Background: an optimization exercise with open tools, aiming at a short achievable clock period and few clock cycles. Do not read the settings as production practice. The RTL was checked by simulation tests, not by an equivalence proof against the original design. Power figures rest on the tool's default switching activity, not on a simulated workload.

==> flow/design.v (excerpt) <==
module mario_cpu (
	input clock, reset,
	input up_button, down_button, left_button, right_button,
	input [15:0] mem_rdata,
	output [15:0] mem_addr,
	output [15:0] mem_wdata,
	output mem_we
);
reg [15:0] MA;            
reg        MAd;           
reg        WE;            
reg [15:0] WD;            
reg        vD;            
reg [15:0] pcD;           
reg [15:0] LFA;           
reg        vE;            
reg [15:0] pcE, pcE1;     
reg [7:0]  dispE;         
reg [15:0] A, B;          
reg [3:0]  Bs;            
reg [15:0] AD;            
reg [3:0]  dE;            
reg [15:0] csel;          
reg        predE;         
reg        predD;         
reg        LBv;           
reg [15:0] LBpc, LBtgt;
reg [4:0]  FL;            
reg        ci;            
reg        ld1, ld2;      
reg [3:0]  ld1d, ld2d;
reg        hzE;           
reg [255:0] rf;
reg isLD, isST, isJ, isBR, isWAIT, isB1, isB2, isALU;
reg o_add, o_sub, o_cin, o_cmp, o_cmpu, o_and, o_or, o_xor, o_lsh, o_rsh, o_bad;
reg f_zf;
assign mem_addr  = MA;
assign mem_we    = WE;
assign mem_wdata = WD;
wire cond = |(csel & {1'b0, 1'b1, FL[0] | FL[1], ~FL[0] & ~FL[1], FL[3] | FL[1], ~FL[3] & ~FL[1],
  ...
For scale: roughly 2900 cells after synthesis, about 510 flip-flops, ~55 I/O pins, about 30000 µm² of cells after synthesis.
clock: 9.0 ns
lec_check: 0
cap_margin: 20
core_margin: 2
core_utilization: 40
slew_margin: 20
tns_end_percent: 100
standard.sh (not shown) runs the stock make flow with config.mk's settings and CLKGATE_MAP_FILE= SYNTH_SCRIPT=/design/flow/synth_recipe.tcl, a recipe that flattens the netlist after the stock synthesis.
==> flow/flow/run.sh <==
#!/bin/bash
# The standard layout (bash standard.sh), with extra make settings from
# flow/args.txt: a setup margin that makes repair_timing work below the
# clock period, and the like. Each tool's output goes to its log under orfs/logs;
# make's own output goes to standard_flow.log.
set -euo pipefail
mapfile -t ARGS < <(grep -v '^#' flow/args.txt | grep -v '^$')
bash standard.sh "${ARGS[@]}" finish > standard_flow.log 2>&1
==> flow/flow/args.txt <==
SETUP_SLACK_MARGIN=6.5
ADDER_MAP_FILE=
Testbench counts at the start, summed over its fixed seeds: cycles 55,691.
Change:
==> flow/flow/run.sh (replaced) <==
#!/bin/bash
# The standard layout, with timing repair aiming below the clock period: the
# setup margin makes repair_timing work until the slack exceeds it.
set -euo pipefail
MARGIN=$(cat flow/margin.txt)
bash standard.sh SETUP_SLACK_MARGIN=$MARGIN finish > standard_flow.log 2>&1
==> flow/flow/margin.txt (new file) <==
6.5
removed: flow/flow/args.txt
=> Flip-flop and latch count stays the same. Sequential power drops by 7.1%. Routed wire length barely changes. Power drops by 7.3%. Fmax drops by 9.1%.

========
## quartz
Another version of the RTL of mario_cpu (not shown whole).
Size in the first run: about 3,400 cells after synthesis, about 0.035 mm^2 of cells after synthesis.
Settings: LEC_CHECK=0, CAP_MARGIN=20, CORE_MARGIN=2, CORE_UTILIZATION=60, SLEW_MARGIN=20, SYNTH_HIERARCHICAL=1, SYNTH_MINIMUM_KEEP_SIZE=0, TNS_END_PERCENT=100; clock period 9.0 ns.
==> flow/flow/run.sh <==
#!/bin/bash
# The standard layout (bash standard.sh), with extra make settings from
# flow/args.txt: a setup margin that makes repair_timing work below the
# clock period, and the like. Each tool's output goes to its log under orfs/logs;
# make's own output goes to standard_flow.log.
set -euo pipefail
mapfile -t ARGS < <(grep -v '^#' flow/args.txt | grep -v '^$')
bash standard.sh "${ARGS[@]}" finish > standard_flow.log 2>&1
==> flow/flow/args.txt <==
SETUP_SLACK_MARGIN=6.5
ADDER_MAP_FILE=
quartz: PASS, flow complete, no timing, DRC or antenna violations
Testbench counts of quartz, summed over its fixed seeds: cycles 55,691.
Modified inputs, maple compared to quartz
- CORE_UTILIZATION changed from 60 to 40
==> results.txt <==
Of maple and quartz, the higher sequential share of layout area belongs to quartz.
Critical path depth (lower): maple
Taking quartz as the reference point, the total of fill cells in the finished design of maple rises by about 100%.
Core util | maple vs quartz | maple lower
[maple] part of the power in combinational logic rose 0.7 points relative to quartz
Relative to maple, the following input files were edited for violet:
==> flow/flow/args.txt <==
SETUP_SLACK_MARGIN=7.5
ADDER_MAP_FILE=
## What came out
- Higher critical path depth among violet and maple: violet
- The number of CTS-inserted buffers of violet exceeds that of maple by 7.
- Level count of the clock H-tree is higher on violet
Here is what was changed in the inputs of fjord compared with violet.
- CORE_UTILIZATION changed from 40 to 50
==> flow/flow/args.txt <==
SETUP_SLACK_MARGIN=6.5
ADDER_MAP_FILE=
Buffer and inverter count on the worst path sits lower in fjord than in violet. fjord vs violet — wire length dropped by more than 10%. NOTE sequential power violet->fjord decreased slightly. From violet to fjord the numbers moved as follows: violation count after the first detailed-routing iteration went down, cell area after layout went down.

========
Setup of run 1:
mario_cpu, a different RTL version from the one above (not shown whole).
Size: about 55 I/O pins, about 32,000 µm² of cells after synthesis.
## mario_cpu
module mario_cpu (
	input clock, reset,
	input up_button, down_button, left_button, right_button,
	input [15:0] mem_rdata,
	output [15:0] mem_addr,
	output [15:0] mem_wdata,
	output mem_we
);
clock: 9.0 ns
lec_check: 0
cap_margin: 20
core_margin: 2
core_utilization: 40
slew_margin: 20
tns_end_percent: 100
==> flow/flow/args.txt <==
SETUP_SLACK_MARGIN=7.0
ADDER_MAP_FILE=
Scripts as last shown in full above: flow/flow/run.sh
Testbench counts of run 1, summed over its fixed seeds: cycles 55,691.
## Diff of input files: run 2 against run 1
- CORE_UTILIZATION changed from 40 to 60
==> flow/flow/args.txt <==
SETUP_SLACK_MARGIN=6.5
ADDER_MAP_FILE=
Results
- Relative to run 1, the chip width of run 2 is lower by about 18%.
- Run 2 finished all stages; the layout is clean.
- Diff run 1 -> run 2: worst-case headroom to the max-slew limit has decreased; number of buffers and inverters on the critical path has increased.
Input-level comparison between run 3 and run 2:
- CORE_UTILIZATION changed from 60 to 40
Results
- The uppermost metal layer occupied by signal nets comes out met5 in one run and met4 in the other, namely in run 3 and run 2 respectively.
- [run 3] first-pass GRT wire length fell 900 µm relative to run 2
- Compared with run 2, run 3 shows a utilization after layout that is 27 points lower.
- Per the comparison of run 3 with run 2, initial standard-cell utilization of the core decreased by 20 points relative to the old numbers; overall power decreased by about 1.2% relative to the old numbers; non-clock buffer count in the final layout decreased by 33 relative to the old numbers.
- Combinational share of power for run 3 is higher than for run 2.
- NOTE count of cells resized by post-cts repair run 2->run 3 decreased by a few percent
- Sort run 3 and run 2 by routability congestion estimate, descending, and run 3 comes first.
- Run 3 against run 2: delay contributed by the slowest stage of the critical path increased 0.04 ns; shortest period the worst path allows increased 0.0089 ns.
Modified inputs, run 4 compared to run 3
==> flow/flow/run.sh <==
#!/bin/bash
# The standard layout, with timing repair aiming below the clock period: the
# setup margin makes repair_timing work until the slack exceeds it.
set -euo pipefail
MARGIN=$(cat flow/margin.txt)
bash standard.sh SETUP_SLACK_MARGIN=$MARGIN finish > standard_flow.log 2>&1
==> flow/flow/margin.txt (new file) <==
6.5
removed: flow/flow/args.txt
## What came out
- Across run 4 and run 3, the outcome is the same: a clean finish for every run.
- Re count of clock-buffer cells in the layout: run 4 and run 3 aren't equal, and the lower value belongs to run 4.
- On clock power share, the lower figure sits with run 3, not run 4.
- Post-layout instance area across run 4 and run 3: no real change.
- Changes observed in run 4 relative to run 3: number of search-and-repair iterations in the first detailed-routing pass fell by 2; routed length on met3 rose by 15%.

separate check: timing with driven ports:
How much do the figures lean on ideal ports? The routed layouts below were timed once more, with nothing changed but the port constraints.
Step 1 (the two cells are an assumption about what drives the block):
set clk [get_ports {clock}]
set_driving_cell -lib_cell sky130_fd_sc_hd__clkbuf_16 $clk
set_driving_cell -lib_cell sky130_fd_sc_hd__buf_2 [delete_from_list [all_inputs] $clk]
Step 2 also shifts input and output timing later by t, the mid clock arrival at the registers, as if the neighbouring blocks saw the same clock.
Three values: ideal, step 1, step 2; two values: the first two.
run	t, ns	slack for setup (ns)	worst setup path after step 2	worst slew at a driven data input, ns	cell pins on the clock port's net
the first run of note 1	0.685	5.644 / 5.500 / 4.815	input to register	0.36	1
the second run of note 1	0.715	5.307 / 5.307 / 4.644	input to register	0.54	1
quartz	0.704	5.859 / 5.581 / 4.877	input to register	0.43	1
maple	0.730	5.931 / 5.514 / 4.784	input to register	0.56	1
violet	0.711	5.815 / 5.547 / 4.836	input to register	0.51	1
fjord	0.713	5.887 / 5.688 / 4.975	input to register	0.62	1
run 1	0.714	5.681 / 5.511 / 4.797	input to register	0.66	1
run 2	0.712	5.703 / 5.495 / 4.783	input to register	0.43	1
run 3	0.710	5.694 / 5.529 / 4.819	input to register	0.24	1
run 4	0.705	4.698 / 4.698 / 4.698	register to register	0.67	1
After both steps setup and hold are still met in every run listed. The setup slack of maple, which loses most, moves by -0.417 ns with the drivers and by -1.147 ns with both steps.
